Background: an optimization exercise with open tools, aiming at small area. Do not read the settings as production practice. Function not checked in this run: the RTL went through the layout flow alone. No activity file was given, so power comes from the tool's default toggle rates.

==> config.mk <==
export PLATFORM = sky130hd
export DESIGN_NAME = manchester_top
export DESIGN_NICKNAME = manchester_top
export VERILOG_FILES = /design/flow/design.v
export SDC_FILE = /design/flow/constraint.sdc
export NUM_CORES = 4
export LEC_CHECK = 0
export CAP_MARGIN = 20
export CORE_MARGIN = 2
export CORE_UTILIZATION = 40
export PLACE_DENSITY = 0.6
export SLEW_MARGIN = 20
==> constraint.sdc <==
create_clock -name core_clock -period 10.0 [get_ports {clk}]
set_input_delay 2.0000 -clock core_clock [delete_from_list [all_inputs] [get_ports {clk}]]
set_output_delay 2.0000 -clock core_clock [all_outputs]
set_load 0.01 [all_outputs]
==> design.v <==
module Man_encoder(_input_reg, _output_wire, _clk, _en, _rst, _divide_freq);
  input[8 - 1:0] _input_reg;
  input[31:0] _divide_freq;
  input _clk, _en, _rst;
  output _output_wire;
  reg[1:0] _state;
  reg[1:0] _next_state;
  reg[4:0] _trans_cnt;
  reg _end_of_transfer;
  reg[10 - 1:0] _latch_input;
  reg _latch_output;
  integer _divide_cnt;
  integer _eot_cnt;
  always @ (posedge _clk)
    begin
      if(_rst)
        _state <= 2'b00;
      else
        _state <= _next_state;
    end
  always @ (_rst or _en or _end_of_transfer or _state)
    begin
      _next_state = _state;
      if(_state == 2'b00)
        _next_state = 2'b10;
      else if(_state == 2'b10 && _en && !_end_of_transfer)
        _next_state = 2'b11;
      else if(_state == 2'b11 && _end_of_transfer)
        _next_state = 2'b10;
	  else if(_state != 2'b10 && _state != 2'b00 && _state != 2'b11)
		_next_state = 2'b00;
    end
  always @ (posedge _clk)
    begin
	  case(_state)
		2'b00:
          begin
			_trans_cnt <= 0;
            _latch_input <= 0;
			_divide_cnt <= 0;
			_end_of_transfer <= 0;
			_latch_output <= 0;
		  end
		2'b10:
		  begin
			if(_eot_cnt > 0)
              _eot_cnt <= _eot_cnt - 1;
            else
              _end_of_transfer <= 0;
			_latch_input <= {2'b00, _input_reg};
		  end
		2'b11:
		  begin
			if(_trans_cnt == 0)
              begin
                _trans_cnt <= _trans_cnt + 1;
              end
            else
              begin
                if(_divide_cnt > 0)
                  _divide_cnt <= _divide_cnt - 1;
                else if(_trans_cnt <= 2 * 10)
                  begin
                    if(_trans_cnt != 2 * 10)
                      _divide_cnt <= _divide_freq;
                    _trans_cnt <= _trans_cnt + 1;
                    if(_trans_cnt[0] == 1)
                      begin
                        _latch_output <= _latch_input[10 - 1];
                      end
                    else
                      begin
                        _latch_output <= ~_latch_input[10 - 1];
                        _latch_input <= _latch_input << 1;
                      end
                  end
                else  
                  begin
                    _end_of_transfer <= 1;
                    _trans_cnt <= 0;
                    _eot_cnt <= 10;
                  end
              end
		  end
	  endcase
    end
  assign _output_wire = _latch_output;
endmodule
module Man_decoder(input_wire, output_wire, clk, rst, state_out);
  input input_wire;
  output[8 - 1:0] output_wire;
  input clk, rst;
  output[2:0] state_out;
  reg[2:0] state;
  reg[2:0] next_state;
  reg end_of_convert;
  reg read_one_bit;
  reg clock_last_input;
  reg masked_input;
  integer mask_cnt;
  integer clock_cnt;
  integer decoded_cnt;
  reg[8 - 1:0] latch_output;
  always @ (posedge clk)
    begin
      if(rst)
        state <= 3'b001;
      else
        state <= next_state;
    end
  always @ (state or masked_input or rst or mask_cnt or end_of_convert or read_one_bit)
    begin
      if(state == 3'b001)
        if(!rst)
          next_state = 3'b010;
        else
          next_state = 3'b001;
      else if(state == 3'b010)
        if(masked_input)
          next_state = 3'b010;
        else
          next_state = 3'b100;
      else if(state == 3'b100)
        if(masked_input)
          next_state = 3'b011;
        else
          next_state = 3'b100;
      else if(state == 3'b011)
        if(masked_input)
          next_state = 3'b011;
        else
          next_state = 3'b101;
      else if(state == 3'b101)
        if(masked_input)
          next_state = 3'b110;
        else
          next_state = 3'b101;
      else if(state == 3'b110)
        if(mask_cnt <= 0)
          next_state = 3'b000;
        else
          next_state = 3'b110;
      else if(state == 3'b000)
        if(end_of_convert == 1)
          if(masked_input)
            next_state = 3'b010;
          else
            next_state = 3'b100;
        else if(read_one_bit == 1)
          next_state = 3'b110;
        else
          next_state = 3'b000;
      else
        next_state = 3'b001;
    end
  always @ (posedge clk)
    begin
      case(state)
        3'b001:
          begin
            latch_output <= 0;
            mask_cnt <= 0;
            clock_cnt <= 0;
            decoded_cnt <= 0;
            end_of_convert <= 0;
            read_one_bit <= 0;
          end
        3'b010, 3'b100:
          begin
            read_one_bit <= 0;
            clock_cnt <= 0;
            mask_cnt <= 0;
            decoded_cnt <= 0;
          end
        3'b011, 3'b101:
          begin
            latch_output <= 0;
            end_of_convert <= 0;
            clock_cnt <= clock_cnt + 1;
            mask_cnt <= ((clock_cnt >> 1) + (clock_cnt >> 2));
          end
        3'b110:
          begin
            if(mask_cnt < 0)
              mask_cnt <= 0;
            else if(mask_cnt > 0)
              mask_cnt <= mask_cnt - 1;
            read_one_bit <= 0;
          end
        3'b000:
          begin
            if(read_one_bit == 0)
              begin
                if(clock_last_input != input_wire)
                  begin
                    latch_output <= latch_output << 1;
                    latch_output[0] <= ~input_wire;
                    read_one_bit <= 1;
                    decoded_cnt <= decoded_cnt + 1;
                    if(decoded_cnt == 8 - 1)
                      end_of_convert <= 1;
                    else
                      mask_cnt <= ((clock_cnt >> 1) + (clock_cnt >> 2));
                  end
              end
          end
        default:
          begin
          end
      endcase
      clock_last_input <= input_wire;
    end
  always @ (input_wire)
    begin
      masked_input = input_wire;
    end
  assign output_wire = latch_output;
  assign state_out = ~state;
endmodule
module manchester_top(
  input  wire       clk,
  input  wire       rst,
  input  wire       tx_en,
  input  wire [7:0] tx_data,
  input  wire [7:0] tx_div,
  output wire       line,
  output wire [7:0] rx_data,
  output wire [2:0] rx_state
);
  wire [31:0] divide_freq = {24'd0, tx_div};
  Man_encoder ME(._input_reg(tx_data), ._output_wire(line), ._clk(clk), ._en(tx_en), ._rst(rst), ._divide_freq(divide_freq));
  Man_decoder MD(.input_wire(line), .output_wire(rx_data), .clk(clk), .rst(rst), .state_out(rx_state));
endmodule
==> run.sh <==
#!/bin/bash
# synth_recipe.tcl (not shown) runs the flow's synth.tcl, then flattens the netlist and writes it again
# the make line also repeats each setting of config.mk as NAME=value (left out here)
make -C /OpenROAD-flow-scripts/flow DESIGN_CONFIG=/design/flow/config.mk WORK_HOME=/design/flow/orfs CLKGATE_MAP_FILE= SYNTH_SCRIPT=/design/flow/synth_recipe.tcl finish
==> notes.md <==
[flip-flops by register name, summed over array words and instances, names as in the netlist]
name / cells
ME._divide_cnt: 32
ME._eot_cnt: 32
MD.latch_output: 8
ME._trans_cnt: 5
MD.clock_cnt: 32
ME._end_of_transfer: 1
ME._state: 2
MD.decoded_cnt: 32
MD.read_one_bit: 1
ME._latch_input: 10
ME._latch_output: 1
MD.end_of_convert: 1
MD.state: 3
MD.clock_last_input: 1
MD.mask_cnt: 32
[metal layers]
layer	vias up	track usage [%]	part of all wire [%]
met2	93	27.17	48
met4	0	4.406	1.0
met3	22	2.207	2.2
met1	4197	22.44	49
li1	4460	-	-
met5	-	0	0
[power by group through the flow]
stage	logic (mW)	registers [mW]	clock network [mW]
after global placement	1.27	1.41	0
after CTS	1.29	1.41	0.709
after global routing	1.46	1.45	0.735
after detailed placement	1.28	1.42	0
final	1.30	1.41	0.693
after floorplan	0.986	1.37	0
[through the flow]
stage	hold WS, ps	power (mW)	worst slack (ps)	utilization, %	cells
floorplan	390.1	2.354	6150	-	1201
global placement	397.7	2.686	6311	42.79	1580
detailed placement	402.7	2.704	6176	42.79	1580
CTS	414.2	3.411	6171	44.77	1612
global route	437.9	3.638	5903	44.82	1613
finish	411.0	3.395	6163	44.82	1613
[final cells by class]
cell class	instances	area (µm²)	area share, %
well taps	390	488.0	3.673
multi-input cells	930	5997	45.14
clock buffers	19	442.9	3.334
clock inverters	13	143.9	1.083
inverters	31	116.4	0.8760
flip-flops and latches	193	5736	43.18
repair buffers	37	360.3	2.713
[layout by cell type (no fill, tap or decap), drive strengths merged, types with 5 or more instances in the layout]
cell type / instances
a21oi: 53
nor2b: 9
nand3: 44
nor2: 186
and3: 19
a21o: 16
o22ai: 19
clkinv: 5
dfxtp: 6
and4: 8
o21ai: 42
or3: 29
nand2: 75
nor3: 39
and2: 24
or4: 15
a31o: 5
ha: 43
nor4: 27
a211oi: 12
inv: 37
nand2b: 6
edfxtp: 187
xor2: 74
o21a: 6
buf: 7
xnor2: 75
clkdlybuf4s50: 30
o31ai: 7
nand4: 25
clkbuf: 19
a31oi: 6
mux2i: 11
[worst max-delay path: stages (launching register included)]
cell      delay, ps
edfxtp_1        450
or4_1           580
or3_1           390
nor3_1          320
a41oi_2         550
nor2_1          310
nand2_1          90
o31ai_2         750
[cells by family (layout without fill, tap and decap cells)]
logic type      Yosys count  after routing  synth area share [%]
fa+ha+maj                45             45                 4.812
xor+xnor                149            149                 10.86
simple gates            516            516                 21.71
flops                   193            193                 47.75
mux                      11             11                0.9166
compound gates          209            209                 11.42
buf+inv                  78            100                 2.541
[worst paths after layout]
path / start / to / cells after the start
worst max register to register: ME._divide_cnt[17] / ME._latch_input[6] / 7
worst max-delay path: ME._divide_cnt[17] / ME._latch_input[6] / 7
worst min-delay path: ME._end_of_transfer / ME._state[0] / 1
worst min register to register: ME._end_of_transfer / ME._state[0] / 1
==> impl_metrics.toml <==
[route]
first_pass_iters = 5
wl_per_cell_um = 15.49
drtIter0Drc = 606
post_drt_via_cell_ratio = 5.438
drtAntennaViolNets = 0
drc = 0
vias = 8772
wirelength_um = 24990

[floorplanning]
dieArea_mm2 = 0.03143
die_height_um = 177.3
core-area_mm2 = 0.02964
start_util_pct = 40.53
io_pins = 31
fp-row-count = 63
chipWidth_um = 177.3

[cts]
cts_resized = 0
cts_buffer_depth = 2
postCtsSetupBuffers = 0
cts_buffers = 17
ctsHoldBuffers = 0
cts_tree = "yes"
clock-root-buffer = "clkbuf_16"
cts.sinks = 193
path_clk_slew_ps = 80
htree_levels = 4
clk_latency_ps = 440

[critical_path]
cp_max_fo = 20
worstPathArrival_ps = 3900
start_kind = "flip-flop"
regToRegSetupSlack_ps = 6160
worst-endpoint-required_ps = 10070
cp-end-kind = "flip-flop"
crit_type = "reg2reg"

[power_and_ir_drop]
switching_power_mw = 1.331
p_sw_share_pct = 39.21
comb_power_share_pct = 38.2
p_leak_nw = 4.647
pwr-share-seq_pct = 41.4
p_per_area_mw_per_mm2 = 255.6
ir_drop_mv = 0.1209
p_int_mw = 2.064
pwr-share-clk_pct = 20.4

[yosys]
avgSynthCellArea_um2 = 10.00
yosysMostFrequentCell = "edfxtp_1"
postSynthNetCount = 1265
seq_area_frac_synth_pct = 47.75
synth_edf_count = 187
synthCells = 1201
synthTopCellsByCount = "edfxtp_1 (187), nor2_1 (186), nand2_1 (75), xnor2_1 (75), xor2_1 (74)"
yosysUniqueCellTypes = 71
synth_top_area_share_pct = 46.75
yosysWarnings = 2
synthArstFlopShare_pct = 0
syn_area_mm2 = 0.01201
synthFlopType = "edfxtp_1"
netlist_top_cells_area = "edfxtp_1 (47%), nor2_1 (5.8%), xnor2_1 (5.5%)"
synth_top_area_cell = "edfxtp_1"
ys_ff_latch = 193

[sta]
slew_headroom_pct = 34.29
setup_viol = 0
skew_ps = 12.39
rsz0062_at_grt = "no"
fmax_mhz = 260.7
post-route-min-period_ps = 3837
setup_tns_ps = 0
worst_slew_pin_slew_ps = 983.4
fin_crit_sh_pct = 38.37
slew_violations = 0
finalHoldViolations = 0

[min_path]
hold_class = "reg2reg"

[grt]
grt_pass1_wl_um = 42240
overflow = 0
gr-usage-all-layers_pct = 16.35
grt_max_degree = 38
grt_pass1_vias = 8513
antenna_found_initial = 0

[placed_design]
dp_hpwl_um = 17670
gp_congestion = 0.7986
placed_cell_area_mm2 = 0.01268
numPortBuffers = 30

[cells_and_area]
nFillCells = 2904
layout-drive-gt1-share_pct = 5.315
area_delta_synth_final_pct = 10.58
fin_area_mm2 = 0.01328
antenna_cells = 0
fin_nets = 1274

[run_status]
status = "timing/DRC/antenna clean"

[flow_run]
drv_cap = 0

==> afterwards: timing with drivers on the ports <==
In the flow no input, the clock included, has a driving cell. The finished layout below was timed again as built, in two steps. Step 1 sets driving cells, clkbuf_16 on the clock port and buf_2 on the other inputs (assumed; they add their load-dependent delay and slew). Step 2 adds t to the input delays and takes it off the output delays; t is the mean of the earliest and latest rising clock arrival at the registers after step 1. Input paths then give back, and output paths get back, about the clock's delay inside the block. Slacks: no drivers / after step 1 / after step 2; pairs: no drivers / after step 1.
shift t [ns]: 0.481
setup slack, ns: 6.163 / 6.163 / 6.163
worst setup path at the end: register to register
pins driven straight from the clock port: 1
After both steps this run still meets setup and hold. The setup slack of this run moves by 0.000 ns with the drivers and by 0.000 ns with both steps.
